This is an optimization exercise on Yosys and OpenROAD, whose aim is a short achievable clock period and few clock cycles per item, not a production implementation. The RTL was checked by simulation tests, not by an equivalence proof against the original design.

## build 4
==> flow/design.v <==
`timescale 1ns/10ps
module mm_gcd (
    clock,
    reset,
    a,
    b,
    c,
    start,
    finished
);
input clock;
input reset;
input [31:0] a;
input [31:0] b;
output [31:0] c;
input start;
output finished;
reg [32:0] u;      
reg [32:0] v;      
reg [4:0] k;
reg fin;
reg fix;
reg bneg;          
wire [31:0] mag = u[32] ? {~u[31:1], 1'b1} : u[31:0];
assign finished = fin;
assign c = mag << k;
function [4:0] ctz32;
    input [31:0] x;
    integer i;
    begin
        ctz32 = 5'd0;
        for (i = 31; i >= 0; i = i - 1)
            if (x[i]) ctz32 = i;
    end
endfunction
function [5:0] ctz33;
    input [32:0] x;
    integer i;
    begin
        ctz33 = 6'd0;
        for (i = 32; i >= 0; i = i - 1)
            if (x[i]) ctz33 = i;
    end
endfunction
function [43:0] step;
    input [32:0] l;
    input [32:0] s;
    input neg;
    reg [34:0] le, y, p, g, z, r, need;
    reg [7:0] sel;
    reg [2:0] t;
    reg more, unit, none, w1;
    integer i;
    begin
        le = {{2{l[32]}}, l};
        y = {{2{s[32]}}, s} ^ {{34{neg}}, 1'b0};    
        p = le ^ y;
        g = le & y;
        z = p ^ ((le | y) << 1);
        more = (z[9:2] == 8'd0);
        none = 1'b1;
        for (i = 0; i < 7; i = i + 1) begin
            sel[i] = z[i+2] & none;
            none = none & ~z[i+2];
        end
        sel[7] = none;
        t = {sel[4] | sel[5] | sel[6] | sel[7], sel[2] | sel[3] | sel[6] | sel[7],
             sel[1] | sel[3] | sel[5] | sel[7]};
        unit = 1'b0;
        w1 = 1'b0;
        for (i = 2; i < 10; i = i + 1) begin
            need = ((le & y) | ((le | y) & ~(35'd1 << i))) << 1;
            unit = unit | (sel[i-2] & ((p ^ (35'd1 << i)) == need));
            need = ((le & y) | ((le | y) & ~(-(35'd1 << i)))) << 1;
            unit = unit | (sel[i-2] & ((p ^ (-(35'd1 << i))) == need));
            w1 = w1 | (sel[i-2] & (p[i+1] ^ g[i]));
        end
        r = le + y;
        step = {r[34:2], t, more, unit, w1};
    end
endfunction
wire [4:0] za = ctz32(a);
wire [4:0] zb = ctz32(b);
wire [31:0] ao = a >> za;
wire [31:0] bo = b >> zb;
wire a_zero = (a == 32'd0);
wire b_zero = (b == 32'd0);
wire a_pow2 = ((a & (a - 32'd1)) == 32'd0);
wire b_pow2 = ((b & (b - 32'd1)) == 32'd0);
wire [33:0] sum_uv = {u[32], u} + {v[32], v};
wire [33:0] dif_uv = {u[32], u} - {v[32], v};
wire gt = (sum_uv[33] == dif_uv[33]);           
wire eq = (u == v) || (u[32:1] == ~v[32:1]);   
wire [32:0] ru, rv;
wire [2:0] tu, tv;
wire mu, mv, nu, nv, w1u, w1v;
assign {ru, tu, mu, nu, w1u} = step(u, v, bneg);
assign {rv, tv, mv, nv, w1v} = step(v, u, bneg);
wire [39:0] wux = {{7{ru[32]}}, ru} >> tu;      
wire [32:0] wu = wux[32:0];
wire [39:0] wvx = {{7{rv[32]}}, rv} >> tv;
wire [32:0] wv = wvx[32:0];
wire ou = nu && !mu;
wire ov = nv && !mv;
wire [5:0] zu = ctz33(u);
wire [65:0] ufx = {{33{u[32]}}, u} >> zu;
wire [32:0] uf = ufx[32:0];                    
always @(posedge clock) begin
    if (reset == 0) begin
        fin <= 1'b1;
        fix <= 1'b0;
    end
    else if (start) begin
        fix <= 1'b0;
        if (a_zero || b_zero) begin
            fin <= 1'b1;
            u <= {1'b0, a | b};
            k <= 5'd0;
        end
        else begin
            k <= (za < zb) ? za : zb;
            u <= (a_pow2 || b_pow2) ? 33'd1 : {1'b0, ao};
            v <= {1'b0, bo};
            fin <= a_pow2 || b_pow2 || (a == b);
            bneg <= (ao[1] == bo[1]);
        end
    end
    else if (!fin) begin
        if (fix) begin
            fix <= 1'b0;
            if (u == 33'd0) begin
                u <= v;
                fin <= 1'b1;
            end
            else begin
                u <= uf;
                fin <= (uf == 33'd1) || (uf == {33{1'b1}});
                bneg <= (uf[1] == v[1]);
            end
        end
        else if (eq) begin
            fin <= 1'b1;
        end
        else if (gt) begin
            u <= wu;
            fin <= ou && !mu;
            fix <= mu;
            bneg <= (w1u == v[1]);
        end
        else begin
            u <= wv;
            v <= u;
            fin <= ov && !mv;
            fix <= mv;
            bneg <= (w1v == u[1]);
        end
    end
end
endmodule
Settings: LEC_CHECK=0, CAP_MARGIN=20, CORE_MARGIN=2, CORE_UTILIZATION=35, SETUP_SLACK_MARGIN=0.6, SLEW_MARGIN=20, TNS_END_PERCENT=100; clock period 5.0 ns.
run.sh (not shown) runs the stock make flow with config.mk's settings and CLKGATE_MAP_FILE= SYNTH_SCRIPT=/design/flow/synth_recipe.tcl, a recipe that flattens the netlist after the stock synthesis.
Testbench counts of build 4, summed over its fixed seeds: cycles 28,447, items 2,400.
## Diff of input files: build 13 against build 4
--- a/flow/design.v
+++ b/flow/design.v
@@ -43,20 +43,22 @@
     end
 endfunction
 function [43:0] step;
     input [32:0] l;
     input [32:0] s;
     input neg;
-    reg [34:0] le, y, p, g, z, r, need;
+    reg [34:0] le, se, sn, y, p, g, z, r, need;
     reg [7:0] sel;
     reg [2:0] t;
     reg more, unit, none, w1;
     integer i;
     begin
         le = {{2{l[32]}}, l};
-        y = {{2{s[32]}}, s} ^ {{34{neg}}, 1'b0};    
+        se = {{2{s[32]}}, s};
+        sn = ~se ^ 35'd1;                           
+        y = neg ? sn : se;
         p = le ^ y;
         g = le & y;
         z = p ^ ((le | y) << 1);
         more = (z[9:2] == 8'd0);
         none = 1'b1;
         for (i = 0; i < 7; i = i + 1) begin
@@ -70,12 +72,16 @@
         w1 = 1'b0;
         for (i = 2; i < 10; i = i + 1) begin
             need = ((le & y) | ((le | y) & ~(35'd1 << i))) << 1;
             unit = unit | (sel[i-2] & ((p ^ (35'd1 << i)) == need));
             need = ((le & y) | ((le | y) & ~(-(35'd1 << i)))) << 1;
             unit = unit | (sel[i-2] & ((p ^ (-(35'd1 << i))) == need));
+            need = ((le & y) | ((le | y) & ~(se << i))) << 1;
+            unit = unit | (sel[i-2] & ((p ^ (se << i)) == need));
+            need = ((le & y) | ((le | y) & ~(sn << i))) << 1;
+            unit = unit | (sel[i-2] & ((p ^ (sn << i)) == need));
             w1 = w1 | (sel[i-2] & (p[i+1] ^ g[i]));
         end
         r = le + y;
         step = {r[34:2], t, more, unit, w1};
     end
 endfunction
==> results.txt <==
Build 13 completed every stage of the flow, and the final layout passed the timing, DRC and antenna checks. Compared with build 4, total cell area at the placement stage in build 13 increased by more than 100%. [build 13 vs build 4] area growth from synthesis to layout: lower in build 13. When build 13 is set beside build 4, its number of placement rows turns out to be 44 larger. The cell count in build 4 is 0.57 times that in build 13. Comparing build 13 against build 4, there is no change at all in I/O pin count. Build 13 vs. build 4: number of combinational gates with multiple inputs up 2168, wire length of the first global-routing pass rose by about 130%.
Testbench counts of build 13, summed over its fixed seeds: cycles 27,934, items 2,400.

========
Setup of the baseline:
RTL: the design.v shown in full above, as it stands there.
clock: 5.0 ns
lec_check: 0
cap_margin: 20
core_margin: 2
core_utilization: 40
setup_slack_margin: 0.3
slew_margin: 20
tns_end_percent: 100
Testbench counts of the baseline, summed over its fixed seeds: cycles 28,447, items 2,400.
Input-level comparison between the candidate and the baseline:
==> flow/design.v <==
`timescale 1ns/10ps
module mm_gcd (
    clock,
    reset,
    a,
    b,
    c,
    start,
    finished
);
input clock;
input reset;
input [31:0] a;
input [31:0] b;
output [31:0] c;
input start;
output finished;
reg [32:0] u;      
reg [32:0] v;      
reg [4:0] k;
reg fin;
reg fix;
wire [31:0] mag = u[32] ? {~u[31:1], 1'b1} : u[31:0];
assign finished = fin;
assign c = mag << k;
function [4:0] ctz32;
    input [31:0] x;
    integer i;
    begin
        ctz32 = 5'd0;
        for (i = 31; i >= 0; i = i - 1)
            if (x[i]) ctz32 = i;
    end
endfunction
function [5:0] ctz33;
    input [32:0] x;
    integer i;
    begin
        ctz33 = 6'd0;
        for (i = 32; i >= 0; i = i - 1)
            if (x[i]) ctz33 = i;
    end
endfunction
function [42:0] step;
    input [32:0] l;
    input [32:0] s;
    reg [34:0] le, y, z, r, need;
    reg [2:0] t;
    reg more, unit;
    integer i;
    begin
        le = {{2{l[32]}}, l};
        y = {{2{s[32]}}, s};
        if (l[1] == s[1])
            y = ~y ^ 35'd1;                 
        z = le ^ y ^ ((le | y) << 1);
        more = (z[9:2] == 8'd0);
        t = 3'd7;
        for (i = 8; i >= 2; i = i - 1)
            if (z[i]) t = i - 2;
        unit = 1'b0;
        for (i = 2; i < 10; i = i + 1) begin
            need = ((le & y) | ((le | y) & ~(35'd1 << i))) << 1;
            if (t == i - 2 && (le ^ y ^ (35'd1 << i)) == need) unit = 1'b1;
            need = ((le & y) | ((le | y) & ~(-(35'd1 << i)))) << 1;
            if (t == i - 2 && (le ^ y ^ (-(35'd1 << i))) == need) unit = 1'b1;
        end
        r = le + y;
        step = {r[34:2], t, more, unit};
    end
endfunction
wire [4:0] za = ctz32(a);
wire [4:0] zb = ctz32(b);
wire [31:0] ao = a >> za;
wire [31:0] bo = b >> zb;
wire a_zero = (a == 32'd0);
wire b_zero = (b == 32'd0);
wire a_pow2 = ((a & (a - 32'd1)) == 32'd0);
wire b_pow2 = ((b & (b - 32'd1)) == 32'd0);
wire [33:0] sum_uv = {u[32], u} + {v[32], v};
wire [33:0] dif_uv = {u[32], u} - {v[32], v};
wire gt = (sum_uv[33] == dif_uv[33]);           
wire eq = (u == v) || (u[32:1] == ~v[32:1]);   
wire [32:0] ru, rv;
wire [2:0] tu, tv;
wire mu, mv, nu, nv;
assign {ru, tu, mu, nu} = step(u, v);
assign {rv, tv, mv, nv} = step(v, u);
wire [39:0] wux = {{7{ru[32]}}, ru} >> tu;      
wire [32:0] wu = wux[32:0];
wire [39:0] wvx = {{7{rv[32]}}, rv} >> tv;
wire [32:0] wv = wvx[32:0];
wire ou = nu && !mu;
wire ov = nv && !mv;
wire [5:0] zu = ctz33(u);
wire [65:0] ufx = {{33{u[32]}}, u} >> zu;
wire [32:0] uf = ufx[32:0];                    
always @(posedge clock) begin
    if (reset == 0) begin
        fin <= 1'b1;
        fix <= 1'b0;
    end
    else if (start) begin
        fix <= 1'b0;
        if (a_zero || b_zero) begin
            fin <= 1'b1;
            u <= {1'b0, a | b};
            k <= 5'd0;
        end
        else begin
            k <= (za < zb) ? za : zb;
            u <= (a_pow2 || b_pow2) ? 33'd1 : {1'b0, ao};
            v <= {1'b0, bo};
            fin <= a_pow2 || b_pow2 || (a == b);
        end
    end
    else if (!fin) begin
        if (fix) begin
            fix <= 1'b0;
            if (u == 33'd0) begin
                u <= v;
                fin <= 1'b1;
            end
            else begin
                u <= uf;
                fin <= (uf == 33'd1) || (uf == {33{1'b1}});
            end
        end
        else if (eq) begin
            fin <= 1'b1;
        end
        else if (gt) begin
            u <= wu;
            fin <= ou && !mu;
            fix <= mu;
        end
        else begin
            u <= wv;
            v <= u;
            fin <= ov && !mv;
            fix <= mv;
        end
    end
end
endmodule
## What came out
- The candidate reached the end of the flow, and the finished layout is clean on the timing, DRC and antenna checks.
- Largest stage delay on the critical path (higher): the baseline
- Summary — multi-input gate share of total cell area, the candidate relative to the baseline: lower, by 1.6 points.
- The baseline has higher final hold slack than the candidate.
- Final-layout clock buffer total for the candidate is lower than for the baseline.
- Synthesis-to-layout area growth delta for the candidate relative to the baseline: 4.2 points higher
- Between the baseline and the candidate, the flow reports count of placed standard cells in the final layout, fillers left out increasing by a few percent.
- Between the candidate and the baseline, worst-case setup margin in the final layout is higher for the baseline, the candidate comes in under that.
- | critical path depth | the candidate vs the baseline | 3 higher |
- Final design instance area without fill grows by a little under 10% when moving from the baseline to the candidate.
- Looking at start point of the critical path, the u[2]$_DFFE_PP_ result is from the baseline; the u[1]$_DFFE_PP_ one comes from the candidate.
Testbench counts of the candidate, summed over its fixed seeds: cycles 28,447, items 2,400.

[afterwards: timing with drivers on the ports]
No port has a modelled driver above. Below, the same layouts with a new extraction and two added sets of constraints. Step 1 (the two cells are an assumption about what drives the block):
set clk [get_ports {clock}]
set_driving_cell -lib_cell sky130_fd_sc_hd__clkbuf_16 $clk
set_driving_cell -lib_cell sky130_fd_sc_hd__buf_2 [delete_from_list [all_inputs] $clk]
Step 2, shift: input delay + t, output delay - t, t = (earliest + latest rising clock arrival at the registers) / 2. This alone moves slack from input paths to output paths. Three values: ideal ports, drivers, drivers and shift; two values: the first two.
run	t, ns	slack for setup (ns)	slew at the worst register clock pin (ns)	worst slew at a driven data input, ns
build 4	0.431	0.493 / 0.493 / 0.159	0.08 / 0.08	0.06
build 13	0.412	0.290 / 0.290 / 0.233	0.07 / 0.07	0.07
the baseline	0.417	0.329 / 0.329 / 0.097	0.07 / 0.07	0.05
the candidate	0.441	0.178 / 0.178 / -0.006	0.08 / 0.08	0.05
Met with ideal ports but missed after step 2: setup timing in the candidate. The setup slack of build 4, which loses most, moves by 0.000 ns with the drivers and by -0.334 ns with both steps.
